This is an optimization exercise on Yosys and OpenROAD, whose aim is small area and a short achievable clock period, not a production implementation. Where RTL was checked, it was by simulation tests only, not by an equivalence proof against the original. No activity file was given, so power comes from the tool's default toggle rates.

== job 8648 ==
## fp_mult
module fp_mult(
input logic [31:0]    dataA,
input logic [31:0]    dataB,
input logic clock,
output logic [31:0]   result
);
logic [22:0] ma;
logic [7:0]  ea1, eb1;
logic        sa1, sb1;
logic bo0;
logic bt0;
logic bn0;
logic bo1;
logic bt1;
logic bn1;
logic bo2;
logic bt2;
logic bn2;
logic bo3;
logic bt3;
logic bn3;
logic bo4;
logic bt4;
logic bn4;
logic bo5;
logic bt5;
logic bn5;
logic bo6;
logic bt6;
logic bn6;
logic bo7;
logic bt7;
logic bn7;
logic bo8;
logic bt8;
logic bn8;
logic bo9;
logic bt9;
logic bn9;
logic bo10;
logic bt10;
logic bn10;
logic bo11;
logic bt11;
always_ff @(posedge clock) begin
    ma  <= dataA[22:0];
    ea1 <= dataA[30:23];
    eb1 <= dataB[30:23];
    sa1 <= dataA[31];
    sb1 <= dataB[31];
    bo0 <= dataB[0];
    bt0 <= (dataB[1] & ~dataB[0]);
    bn0 <= dataB[1];
    bo1 <= (dataB[2] ^ dataB[1]);
    bt1 <= ((dataB[3] & ~dataB[2] & ~dataB[1]) | (~dataB[3] & dataB[2] & dataB[1]));
    bn1 <= dataB[3];
    bo2 <= (dataB[4] ^ dataB[3]);
    bt2 <= ((dataB[5] & ~dataB[4] & ~dataB[3]) | (~dataB[5] & dataB[4] & dataB[3]));
    bn2 <= dataB[5];
    bo3 <= (dataB[6] ^ dataB[5]);
    bt3 <= ((dataB[7] & ~dataB[6] & ~dataB[5]) | (~dataB[7] & dataB[6] & dataB[5]));
    bn3 <= dataB[7];
    bo4 <= (dataB[8] ^ dataB[7]);
  ...
make LEC_CHECK=0 CAP_MARGIN=50 CORE_MARGIN=2 CORE_UTILIZATION=40 SETUP_SLACK_MARGIN=5 SLEW_MARGIN=60 SYNTH_HIERARCHICAL=1 finish   # period 9.0 ns
run.sh (not shown) runs the stock make flow with config.mk's settings and CLKGATE_MAP_FILE= SYNTH_SCRIPT=/design/flow/synth_recipe.tcl, a recipe that flattens the netlist after the stock synthesis.
Job 8648 completed; timing, DRC and antenna clean
Inputs modified between job 8648 and job 2631:
==> flow/flow/run.sh (new file) <==
#!/bin/bash
set -o pipefail
export BUFFER_PORTS_ARGS="-buffer_cell sky130_fd_sc_hd__buf_2"
bash standard.sh SETUP_SLACK_MARGIN=6.3 finish > standard.log 2>&1
==> flow/standard.sh (new file) <==
#!/bin/bash
# synth_recipe.tcl (not shown) runs the flow's synth.tcl, then flattens the netlist and writes it again
# the make line also repeats each setting of config.mk as NAME=value (left out here)
make -C /OpenROAD-flow-scripts/flow DESIGN_CONFIG=/design/flow/config.mk WORK_HOME=/design/flow/orfs CLKGATE_MAP_FILE= SYNTH_SCRIPT=/design/flow/synth_recipe.tcl "${@:-finish}"
removed: flow/run.sh
[summary]
Job 2631: all stages complete, timing, DRC and antenna checks passed
Measured against job 2631, the routed via count of job 8648 comes out at 0.895 times the reference value.
Compared with job 8648, in job 2631 count of buffers not belonging to the clock network in the layout picked up an extra 145, static power due to leakage moved up.
When job 2631 is measured against job 8648, its smallest hold slack turns out 0.010 ns higher.
Compared with job 8648, placement density in the core of job 2631 is higher.
Summary of job 2631 over job 8648: power has increased, sequential share of cell area has decreased.
### job 2631 -> job 5915
Settings: setting BUFFER_PORTS_ARGS to -buffer_cell sky130_fd_sc_hd__buf_2 for the first time.
==> flow/flow/run.sh <==
#!/bin/bash
set -o pipefail
export BUFFER_PORTS_ARGS="-buffer_cell sky130_fd_sc_hd__buf_2"
echo "export BUFFER_PORTS_ARGS = -buffer_cell sky130_fd_sc_hd__buf_2" >> config.mk
bash standard.sh > standard.log 2>&1
==> results.txt <==
- On final cycle utilization of the critical path, the higher figure sits with job 5915, not job 2631.
- In the metrics for job 5915 and job 2631, the one carrying the higher overall power consumption is job 2631.
- Job 5915 against job 2631: final-layout clock buffer total decreased 2, largest net degree at the start of global routing essentially unchanged, total power per unit cell area decreased about 3.4%.
- Wire length in job 5915 is 21% below job 2631.
- Between job 5915 and job 2631, design area is lower for job 5915, job 2631 comes in above that.
- Job 2631 has lower minimum clock period than job 5915.
- The buffers plus inverters on the worst setup path in job 5915 sits 1 below the value recorded for job 2631.
- First-pass GRT wire length: job 5915 vs job 2631 down 15000 um
- [job 5915 vs job 2631] signed area change from the synthesized netlist to the final layout: lower in job 5915
#### Input delta (job 2215 over job 5915)
Settings: removing BUFFER_PORTS_ARGS (formerly -buffer_cell sky130_fd_sc_hd__buf_2); changing CORE_UTILIZATION from 40 to 60.
==> flow/run.sh (new file) <==
#!/bin/bash
# synth_recipe.tcl (not shown) runs the flow's synth.tcl, then flattens the netlist and writes it again
# the make line also repeats each setting of config.mk as NAME=value (left out here)
make -C /OpenROAD-flow-scripts/flow DESIGN_CONFIG=/design/flow/config.mk WORK_HOME=/design/flow/orfs CLKGATE_MAP_FILE= SYNTH_SCRIPT=/design/flow/synth_recipe.tcl finish
removed: flow/flow/run.sh
removed: flow/standard.sh
==> results.txt <==
On job 2215: worst slack on hold paths is 0.013 ns lower than what job 5915 gave.
Last weighted congestion value of the routability-driven placer, job 2215 vs job 5915: up by a few percent
Against job 5915, job 2215 reports a cell area after layout that is higher.
Proportion of power drawn by combinational gates sits higher in job 2215 than in job 5915.
Function was not checked in any run of this note: the RTL went through the layout flow alone.

========
fp_mult, a different RTL version from the one above (not shown whole).
Size in the first run: about 1700 cells after synthesis, ~220 flip-flops, about 97 I/O pins, about 18000 um2 of cells after synthesis.
Settings: LEC_CHECK=0, CAP_MARGIN=50, CORE_MARGIN=2, CORE_UTILIZATION=40, SETUP_SLACK_MARGIN=5, SLEW_MARGIN=60, SYNTH_HIERARCHICAL=1; clock period 9.0 ns.
Stock flow here: none of the scripts above is used.
==> next run, changes <==
- CAP_MARGIN: 50 -> 80
- SLEW_MARGIN: 60 -> 80
Outcome: Clock-buffer cell count stays the same; worst setup slack degrades by 160 ps; sequential cell count does not change; power increases by 4.7%; non-clock buffer count increases by 56; utilization increases by 2.8 points; combinational power increases by about 7%; cell area increases by about 6%; routed wire length increases by about 2%; via count increases by 1.9%; final cell count increases by 2.3%.
==> next run, changes <==
- CAP_MARGIN: 80 -> 20
- SLEW_MARGIN: 80 -> 20
Outcome:
- design area came out lower by a few percent
- first-iteration DRC count came out lower slightly
- sequential share of layout area came out higher by 1.1 points
- global-route usage came out higher by 0.11 points

## static timing again, ports no longer ideal
Ports are ideal in the flow. The routed layouts listed here were re-timed in OpenROAD. Step 1 assumes that a clkbuf_16 drives the clock port and a buf_2 every other input. Step 2 moves the port delays by t, midway between the first and last clock arrival at a register: inputs arrive t later, outputs are due t later. That takes back most of the time a late clock gives input paths. a / b / c = ideal ports / drivers / drivers and shift; a / b = the first two.
run | t (ns) | setup slack, ns | worst register clock-pin slew, ns
job 8648 | 0.525 | 5.231 / 5.231 / 5.231 | 0.08 / 0.08
job 2631 | 0.560 | 5.495 / 5.495 / 5.495 | 0.08 / 0.08
job 5915 | 0.534 | 5.280 / 5.280 / 5.280 | 0.09 / 0.09
job 2215 | 0.515 | 5.146 / 5.146 / 5.146 | 0.09 / 0.09
the first run of note 2 | 0.611 | 5.350 / 5.350 / 5.350 | 0.06 / 0.06
the second run of note 2 | 0.623 | 5.188 / 5.188 / 5.188 | 0.06 / 0.06
the third run of note 2 | 0.621 | 5.164 / 5.164 / 5.164 | 0.07 / 0.07
After both steps setup and hold are still met in every run listed.
